From an optimization exercise on the open Yosys and OpenROAD flow, aimed at a short achievable clock period and few clock cycles; shortcuts taken in it are not production practice. Only the layout flow was run in this run; the RTL was not checked for function there. Power and IR drop assume default switching activity.

[config.mk]
export PLATFORM = sky130hd
export DESIGN_NAME = SCPU
export DESIGN_NICKNAME = SCPU
export VERILOG_FILES = /design/flow/design.v
export SDC_FILE = /design/flow/constraint.sdc
export NUM_CORES = 4
export LEC_CHECK = 0
export CAP_MARGIN = 20
export CORE_MARGIN = 2
export CORE_UTILIZATION = 50
export SETUP_SLACK_MARGIN = 4.3
export SLEW_MARGIN = 20
export SYNTH_HIERARCHICAL = 1
export SYNTH_MINIMUM_KEEP_SIZE = 0
[constraint.sdc]
create_clock -name core_clock -period 7.0 [get_ports {clk}]
set_input_delay 1.4000 -clock core_clock [delete_from_list [all_inputs] [get_ports {clk}]]
set_output_delay 1.4000 -clock core_clock [all_outputs]
set_load 0.01 [all_outputs]
[design.v]
`timescale 1ns / 1ps
`timescale 1ns / 1ps
module SCPU(
	input wire clk,
	input wire rst,
	output wire inst_ren,
	output wire [31:0] inst_addr,
	input wire [31:0] inst_data,
	output wire mem_ren,
	output wire mem_wen,
	output wire [31:0] mem_addr,
	output wire [31:0] mem_dout,
	input wire [31:0] mem_din
	);
	reg [31:0] pc_o;        
	reg [31:0] pc_i;        
	reg        ren_r;
	reg [31:0] ras;
	reg        x_wen;
	reg [4:0]  x_rd;
	reg        x_load, x_store, x_sdl;
	reg        x_br, x_beq, x_bpred, x_jreg;
	reg [31:0] x_alt;       
	reg [31:0] x_pnpc;      
	reg [31:0] x_a, x_b, x_bv;
	reg [4:0]  x_sh;
	reg [8:0]  x_op;        
	reg        m_load;
	reg [30:0] m_we;        
	reg [4:0]  m_rd;
	reg        m_wen;
	reg [31:0] m_res;
	reg [31:0] maddr_r, mdout_r;
	reg        mwen_r, mren_r;
	reg [31:0] rf [1:31];
	assign inst_addr = pc_o;
	assign inst_ren  = ren_r;
	assign mem_addr  = maddr_r;
	assign mem_dout  = mdout_r;
	assign mem_wen   = mwen_r;
	assign mem_ren   = mren_r;
	wire [31:0] m_val = m_load ? mem_din : m_res;
	wire [31:0] alu, sum;
	wire        mispredict;
	wire [31:0] fix_pc;
	wire [32:0] diff;
	scpu_add32 u_add(.a(x_a), .b(x_b), .s(sum));
	scpu_sub33 u_sub(.a(x_a), .b(x_b), .d(diff));
	scpu_resolve u_res(.a(x_a), .bv(x_bv), .pnpc(x_pnpc), .alt(x_alt),
		.br(x_br), .beq(x_beq), .bpred(x_bpred), .jreg(x_jreg),
		.mispredict(mispredict), .fix_pc(fix_pc));
	wire [31:0] npc, npc_i, pc4, alt, pnpc, immv;
	wire        lu_stall, f_go, f_link, f_writes, f_lw, f_sw, f_br, f_beq, f_bpred, f_jreg;
	wire        f_useimm, fa, fb, sdl;
	wire [4:0]  f_dst;
	wire [8:0]  f_op;
	scpu_fetch u_fetch(.ins(inst_data), .pc(pc_i), .ras(ras),
		.mispredict(mispredict), .fix_pc(fix_pc),
		.x_wen(x_wen), .x_load(x_load), .x_rd(x_rd),
		.npc(npc), .npc_i(npc_i), .pc4(pc4), .alt(alt), .pnpc(pnpc), .immv(immv),
		.lu_stall(lu_stall), .go(f_go), .link(f_link), .writes(f_writes), .dst(f_dst),
		.lw(f_lw), .sw(f_sw), .br(f_br), .beq(f_beq), .bpred(f_bpred), .jreg(f_jreg),
		.useimm(f_useimm), .op(f_op), .fa(fa), .fb(fb), .sdl(sdl));
	wire [32*31-1:0] rf_flat;
	genvar g;
	generate
		for (g = 1; g < 32; g = g + 1) begin : rf_out
			assign rf_flat[32*(g-1) +: 32] = rf[g];
		end
	endgenerate
	wire [31:0] op_a, op_b, op_bv, rf_a, rf_b;
	scpu_rfread u_rd(.rs(inst_data[25:21]), .rt(inst_data[20:16]), .rf(rf_flat),
		.m_wen(m_wen), .m_rd(m_rd), .m_val(m_val), .rf_a(rf_a), .rf_b(rf_b));
	scpu_xsel u_xsel(.a(x_a), .b(x_b), .sum(sum), .diff(diff), .op(x_op), .sh(x_sh),
		.fa(fa), .fb(fb), .rf_a(rf_a), .rf_b(rf_b), .useimm(f_useimm), .immv(immv),
		.res(alu), .op_a(op_a), .op_b(op_b), .op_bv(op_bv));
	always @(posedge clk) begin
		if (rst) begin
			pc_o <= 32'd0;
			pc_i <= 32'd0;
			ren_r <= 1'b0;
			x_wen <= 1'b0;
			x_load <= 1'b0;
			x_store <= 1'b0;
			x_br <= 1'b0;
			x_jreg <= 1'b0;
		end else begin
			pc_o <= npc;
			if (mispredict | ~lu_stall) pc_i <= npc_i;
			ren_r <= 1'b1;
			x_wen <= f_go & f_writes;
			x_load <= f_go & f_lw;
			x_store <= f_go & f_sw;
			x_br <= f_go & f_br;
			x_jreg <= f_go & f_jreg;
		end
	end
	always @(posedge clk) begin
		if (f_go & f_link) ras <= pc4;
		x_rd <= f_dst;
		x_sdl <= sdl;
		x_beq <= f_beq;
		x_bpred <= f_bpred;
		x_alt <= alt;
		x_pnpc <= pnpc;
		x_a <= op_a;
		x_b <= op_b;
		x_bv <= op_bv;
		x_sh <= inst_data[10:6];
		x_op <= f_op;
	end
	integer i;
	always @(posedge clk) begin
		if (rst) begin
			m_load <= 1'b0;
			m_we <= 31'd0;
			m_wen <= 1'b0;
			mwen_r <= 1'b0;
			mren_r <= 1'b0;
		end else begin
			m_load <= x_load;
			m_wen <= x_wen;
			for (i = 1; i < 32; i = i + 1)
				m_we[i-1] <= x_wen & (x_rd == i);
			mwen_r <= x_store;
			mren_r <= x_load;
		end
	end
	always @(posedge clk) begin
		m_rd <= x_rd;
		m_res <= alu;
		if (x_load | x_store) maddr_r <= sum;
		if (x_store) mdout_r <= x_sdl ? mem_din : x_bv;
	end
	always @(posedge clk) begin
		for (i = 1; i < 32; i = i + 1)
			if (rst) rf[i] <= 32'd0;
			else if (m_we[i-1]) rf[i] <= m_val;
	end
endmodule
module scpu_add32(
	input wire [31:0] a,
	input wire [31:0] b,
	output wire [31:0] s
	);
	assign s = a + b;
endmodule
module scpu_sub33(
	input wire [31:0] a,
	input wire [31:0] b,
	output wire [32:0] d
	);
	assign d = {1'b0, a} - {1'b0, b};
endmodule
module scpu_xsel(
	input wire [31:0] a,
	input wire [31:0] b,
	input wire [31:0] sum,
	input wire [32:0] diff,
	input wire [8:0] op,
	input wire [4:0] sh,
	input wire fa, fb,
	input wire [31:0] rf_a,
	input wire [31:0] rf_b,
	input wire useimm,
	input wire [31:0] immv,
	output wire [31:0] res,
	output wire [31:0] op_a,
	output wire [31:0] op_b,
	output wire [31:0] op_bv
	);
	wire [31:0] shr = b >> sh;
	assign res =
		({32{op[0]}} & sum) |
		({32{op[1]}} & diff[31:0]) |
		({32{op[2]}} & (a & b)) |
		({32{op[3]}} & (a | b)) |
		({32{op[4]}} & (a ^ b)) |
		({32{op[5]}} & ~(a | b)) |
		({32{op[6]}} & {31'b0, diff[32]}) |
		({32{op[7]}} & shr) |
		({32{op[8]}} & b);
	assign op_a  = fa ? res : rf_a;
	assign op_bv = fb ? res : rf_b;
	assign op_b  = useimm ? immv : op_bv;
endmodule
module scpu_resolve(
	input wire [31:0] a,
	input wire [31:0] bv,
	input wire [31:0] pnpc,
	input wire [31:0] alt,
	input wire br, beq, bpred, jreg,
	output wire mispredict,
	output wire [31:0] fix_pc
	);
	wire eq = (a == bv);
	wire taken = beq ? eq : ~eq;
	assign mispredict = (br & (taken ^ bpred)) | (jreg & (a != pnpc));
	assign fix_pc = jreg ? a : alt;
endmodule
module scpu_fetch(
	input wire [31:0] ins,
	input wire [31:0] pc,
	input wire [31:0] ras,
	input wire mispredict,
	input wire [31:0] fix_pc,
	input wire x_wen, x_load,
	input wire [4:0] x_rd,
	output wire [31:0] npc,      
	output wire [31:0] npc_i,    
	output wire [31:0] pc4,
	output wire [31:0] alt,
	output wire [31:0] pnpc,
	output wire [31:0] immv,
	output wire lu_stall, go, link, writes,
	output wire [4:0] dst,
	output wire lw, sw, br, beq, bpred, jreg, useimm,
	output wire [8:0] op,
	output wire fa, fb, sdl
	);
	wire [5:0] opc = ins[31:26];
	wire [5:0] fn = ins[5:0];
	wire [4:0] rs = ins[25:21];
	wire [4:0] rt = ins[20:16];
	wire [4:0] rd = ins[15:11];
	wire rtype  = (opc == 6'h00);
	wire f_j    = (opc == 6'h02);
	wire f_jal  = (opc == 6'h03);
	wire f_beq  = (opc == 6'h04);
	wire f_bne  = (opc == 6'h05);
	wire f_jr   = rtype & (fn == 6'h08);
	wire f_jalr = rtype & (fn == 6'h09);
	wire f_add  = rtype & (fn == 6'h20);
	wire f_sub  = rtype & (fn == 6'h22);
	wire f_and  = rtype & (fn == 6'h24);
	wire f_or   = rtype & (fn == 6'h25);
	wire f_nor  = rtype & (fn == 6'h27);
	wire f_xor  = rtype & (fn == 6'h16);
	wire f_slt  = rtype & (fn == 6'h2A);
	wire f_srl  = rtype & (fn == 6'h02);
	wire f_addi = (opc == 6'h08) | (opc == 6'h09);
	wire f_slti = (opc == 6'h0A);
	wire f_andi = (opc == 6'h0C);
	wire f_ori  = (opc == 6'h0D);
	wire f_xori = (opc == 6'h0E);
	wire f_lui  = (opc == 6'h0F);
	wire f_lw   = (opc == 6'h23);
	wire f_sw   = (opc == 6'h2B);
	wire f_ralu = f_add | f_sub | f_and | f_or | f_nor | f_xor | f_slt | f_srl;
	wire f_ialu = f_addi | f_slti | f_andi | f_ori | f_xori | f_lui;
	assign link = f_jal | f_jalr;
	assign dst = link ? 5'd31 : f_ralu ? rd : rt;
	assign writes = (f_ralu | f_ialu | f_lw | link) & (dst != 5'd0);
	assign useimm = f_ialu | f_lw | f_sw | link;
	assign br = (f_beq | f_bne) & (ins[15:0] != 16'd0);
	assign bpred = br & ((rs == rt) ? f_beq : (f_bne | ins[15]));
	assign beq = f_beq;
	assign lw = f_lw;
	assign sw = f_sw;
	assign jreg = f_jr | f_jalr;
	assign op = {f_lui | link, f_srl, f_slt | f_slti, f_nor, f_xor | f_xori,
	             f_or | f_ori, f_and | f_andi, f_sub, f_add | f_addi | f_lw | f_sw};
	wire use_rs = (f_ralu & ~f_srl) | f_jr | f_jalr | (f_ialu & ~f_lui) | f_lw | f_sw | f_beq | f_bne;
	wire use_rt = f_ralu | f_beq | f_bne;    
	assign lu_stall = x_load & x_wen & (((x_rd == rs) & use_rs) | ((x_rd == rt) & use_rt));
	assign go = ~mispredict & ~lu_stall;
	assign fa = x_wen & ~x_load & (x_rd == rs);
	assign fb = x_wen & ~x_load & (x_rd == rt);
	assign sdl = x_load & x_wen & (x_rd == rt);
	wire [13:0] h   = pc[31:18];
	wire [13:0] hm1 = h - 14'd1;
	wire [13:0] hp1 = h + 14'd1;
	assign pc4 = pc + 32'd4;
	wire [16:0] blo = {1'b0, pc[17:2]} + {1'b0, ins[15:0]} + 17'd1;
	wire cb = blo[16];
	wire s = ins[15];
	wire [13:0] bhi = (cb & ~s) ? hp1 : (~cb & s) ? hm1 : h;
	wire [31:0] btarget = {bhi, blo[15:0], pc[1:0]};
	wire [31:0] jtarget = {pc4[31:28], ins[25:0], 2'b00};
	wire [31:0] pred = (f_j | f_jal) ? jtarget :
	                   f_jr ? ras :
	                   bpred ? btarget : pc4;
	wire take_pred = ~mispredict & ~lu_stall;
	wire [31:0] other = mispredict ? fix_pc : pc;
	assign npc = take_pred ? pred : other;
	assign npc_i = mispredict ? fix_pc : pred;
	assign alt = bpred ? pc4 : btarget;
	assign pnpc = f_jr ? ras : pc4;
	assign immv = f_lui ? {ins[15:0], 16'd0} : link ? pc4 : {{16{ins[15]}}, ins[15:0]};
endmodule
module scpu_rfread(
	input wire [4:0] rs,
	input wire [4:0] rt,
	input wire [32*31-1:0] rf,
	input wire m_wen,
	input wire [4:0] m_rd,
	input wire [31:0] m_val,
	output wire [31:0] rf_a,
	output wire [31:0] rf_b
	);
	wire [32*32-1:0] regs = {rf, 32'd0};
	wire [31:0] ra = regs[32*rs +: 32];
	wire [31:0] rb = regs[32*rt +: 32];
	assign rf_a = (rs != 5'd0 && m_wen && m_rd == rs) ? m_val : ra;
	assign rf_b = (rt != 5'd0 && m_wen && m_rd == rt) ? m_val : rb;
endmodule
[run.sh]
#!/bin/bash
# synth_recipe.tcl (not shown) runs the flow's synth.tcl, then flattens the netlist and writes it again
# the make line also repeats each setting of config.mk as NAME=value (left out here)
make -C /OpenROAD-flow-scripts/flow DESIGN_CONFIG=/design/flow/config.mk WORK_HOME=/design/flow/orfs CLKGATE_MAP_FILE= SYNTH_SCRIPT=/design/flow/synth_recipe.tcl finish
==> results.toml <==
[status]
status = "no timing/DRC/antenna violations"

[global_route]
grt_overflow = 0
antenna_found_initial = 10
grt_pass1_wl_um = 462000
grt_max_degree = 158
track_usage_pct = 39.1
grt_pass1_vias = 65500

[cts]
numClockSinks = 1411
root_buffer = "clkbuf_16"
cts-buffers-inserted = 158
cts_tree = "built"
path_clk_slew_ns = 0.06
clock_latency_ns = 0.83
cts_buffer_depth = 3
cts_hold_buf = 0
htree_num_levels = 4

[min_path]
hp-class = "flip-flop to flip-flop"

[logic_synthesis]
synth_commonest_cells = "1330 x nor2_1, 1315 x dfxtp_1, 995 x a211oi_1"
avgSynthCellArea_um2 = 9.60
syn_nets = 8377
synth_area_leaders = "dfxtp_1 34%, mux4_2 11%, a211oi_1 9.5%"
synth_area_leader_cell = "dfxtp_1"
yosysSeqAreaShare_pct = 37.3
ys.flop_type = "dfxtp_1"
synth-edff-count = 96
synth_top_area_share_pct = 33.6
synth_cell_type_count = 124
yosys_warnings = 8
syn_inst = 8162
async_reset_ff_share_pct = 0
ys_ff_latch = 1411
post-synth-top-count-cell = "nor2_1"
netlist_area_mm2 = 0.0783

[route]
drt_wl_total_um = 326000
first_iter_violations = 8997
routed_via_density = 6.75
wl_per_cell_um = 31.2
drtPass1Iterations = 8
drc = 0
vias = 70500
drtAntennaViolNets = 0

[sta]
max_slew_margin_pct = 23.1
setup-tns-final_ns = 0
worst_slack_ns = 3.30
hold_viol = 0
max_freq_mhz = 270
fin_crit_ns = 3.70
rsz0062_at_grt = "true"
setup_viol = 0
slew_viol_final = 0
period_share_pct = 52.9
tightest_slew_ns = 1.15
holdWs_ns = 0.475
skew_ns = 0.0401

[finish]
seq_area_mm2 = 0.0295
drive_above_1_share_pct = 29.3
multi_input_comb_area_mm2 = 0.0482
fin_cells = 10400
area_growth_syn_to_layout_pct = 21.5
nets = 8488
nFillCells = 13100

[worst_setup_path]
crit_type = "flip-flop to flip-flop"
crit_fanout = 13
cp-endpoint = "x_b[31]"
critPathLaunch = "x_b[24]"
r2r_cells = 14
start_kind = "flip-flop"
r2r_end = "x_b[31]"
cp.arrival_ns = 4.41
r2r-start = "x_b[24]"
r2r_slack_ns = 3.30
worst_ep_required_time_ns = 7.71
setup.worst_path.end_class = "flip-flop"

[die]
core.rowCount = 145
start_util_pct = 50.3
die_h_um = 400
core_region_area_mm2 = 0.156
io_pins = 165
dieArea_mm2 = 0.160
die_x_um = 400

[placement]
gp_congestion = 1.01
hpwl_um = 193000
dp.cells = 9703
io_buffers = 164
dp_slack_ns = 1.70

[power_and_ir_drop]
peakVddDrop_mv = 0.265
powerDensity_mw_per_mm2 = 215
p_leak_nw = 34.7

[job]
max-cap-violations = 0
-- logic make-up (layout without fill, tap and decap cells) --
| kind of cell | Yosys count | in the layout | synth area share, % |
|---|---|---|---|
| AO/OA/AOI/OAI | 2191 | 2191 | 20.5 |
| XOR/XNOR | 194 | 194 | 2.17 |
| adder cells (fa/ha/maj) | 151 | 151 | 2.43 |
| buffers and inverters | 1102 | 1317 | 6.80 |
| flip-flops | 1411 | 1411 | 37.3 |
| multiplexers | 994 | 995 | 19.3 |
| other | 0 | 3 | 0 |
| AND/OR/NAND/NOR | 2119 | 2127 | 11.5 |
-- final cells by class --
class	instances	area share [%]
diodes	3	0.00789
clock buffers	235	4.85
clock inverters	38	0.480
inverters	253	1.07
multi-input cells	5658	50.6
flip-flops and latches	1411	31.0
well taps	2058	2.71
repair buffers	786	9.20
repair inverters	5	0.0776
-- layer usage --
layer	vias to the layer above	global-route usage [%]	share of wire, %
met4	8	23.7	7.0
met5	-	0	0.018
met3	1017	7.39	10
met2	4259	59.8	44
li1	30600	-	-
met1	34600	51.2	38
-- flip-flops by register name, indices dropped and copies added (netlist names), 5 cells and up --
register and flops:
ras 32, rf 992, x_alt 32, m_we 31, x_op 9, x_rd 5, x_pnpc 32, maddr_r 32
pc_o 32, x_sh 5, m_res 32, pc_i 32, x_a 32, x_bv 32, m_rd 5, mdout_r 32
x_b 32
-- per-module statistics from Yosys (local to each module, per instance), a selection --
module / flops+latches / cells / cell area (um^2) / copies in the design
scpu_rfread: 0 / 1621 / 17300 / 1
scpu_add32: 0 / 241 / 1740 / 1
scpu_fetch: 0 / 948 / 5600 / 1
SCPU: 1411 / 4132 / 44800 / 1
scpu_sub33: 0 / 301 / 1980 / 1
scpu_resolve: 0 / 126 / 1120 / 1
-- layout by cell type (no fill, tap or decap), drive strengths merged, types with 62 or more instances in the layout --
cell / instances
nand3: 86
xnor2: 79
mux2i: 319
buf: 725
o221ai: 96
dfxtp: 1315
mux2: 301
o22ai: 67
edfxtp: 96
clkbuf: 249
nand2: 362
ha: 146
nor2: 1332
a21oi: 318
a31oi: 62
a211oi: 1037
nor3: 67
xor2: 115
inv: 258
mux4: 375
o21ai: 181
-- worst min path at each step --
stage,cells after the start,from,slack (ns),end
after floorplan,0,x_rd[2],0.38,m_rd[2]
after global placement,1,m_we[8],0.47,rf[9][5]
after detailed placement,1,m_we[8],0.47,rf[9][30]
after CTS,1,m_we[8],0.48,rf[9][30]
after global routing,1,m_we[8],0.51,rf[9][30]
final,1,m_we[8],0.48,rf[9][30]
-- where the power goes --
group | switching, W | leakage, nW | internal [W] | total (W)
registers | 0.000265 | 11.6 | 0.00828 | 0.00854
clock network | 0.00356 | 2.49 | 0.00478 | 0.00834
logic | 0.00211 | 20.6 | 0.00145 | 0.00355
-- what timing repair did --
action | in CTS | in global routing
resized for setup | 1300 | 331
setup buffers | 274 | 132
gates cloned | 46 | 13
pin swaps | 237 | 211
endpoints found under the setup margin | 470 | 357
-- metrics by stage --
stage / total power (W) / utilization, % / instance area (um^2)
6_report: 0.0204 / 61.1 / 95200
5_1_grt: 0.0209 / 61.1 / 95200
4_1_cts: 0.0201 / 59.2 / 92200
3_5_place_dp: 0.0113 / 52.0 / 81000
3_3_place_gp: 0.0113 / 52.0 / 81000
2_1_floorplan: 0.0105 / - / 80200
-- worst max-delay path, stage by stage, from the launching register on --
cell and delay [ns]:
dfxtp_1 0.39, buf_6 0.21, ha_2 0.37, a21oi_1 0.17, o21bai_1 0.08, a21oi_1 0.21, nor2_1 0.08, a2111oi_2 0.39
o21ai_0 0.14, or3_4 0.40, a222oi_1 0.38, nand3_1 0.20, a21oi_4 0.21, a21oi_2 0.09, mux2_4 0.27

-- port drivers added, routing unchanged --
No port has a modelled driver above. Below, the same layout with a new extraction and two added sets of constraints.
Step 1: set_driving_cell puts a clkbuf_16 on clk and a buf_2 on each other input, an assumption about the parent block.
Step 2, shift: input delay + t, output delay - t, t = (earliest + latest rising clock arrival at the registers) / 2. This alone moves slack from input paths to output paths.
a / b / c = no drivers / after step 1 / after step 2; a / b = the first two.
t, ns: 0.899
slack for setup (ns): 3.297 / 3.297 / 2.685
hold WS [ns]: 0.475 / 0.475 / 0.475
worst slew at a driven data input, ns: 0.41
After both steps setup and hold are still met in this run. For this run, drivers alone change the setup slack by 0.000 ns; drivers and shift together by -0.612 ns.
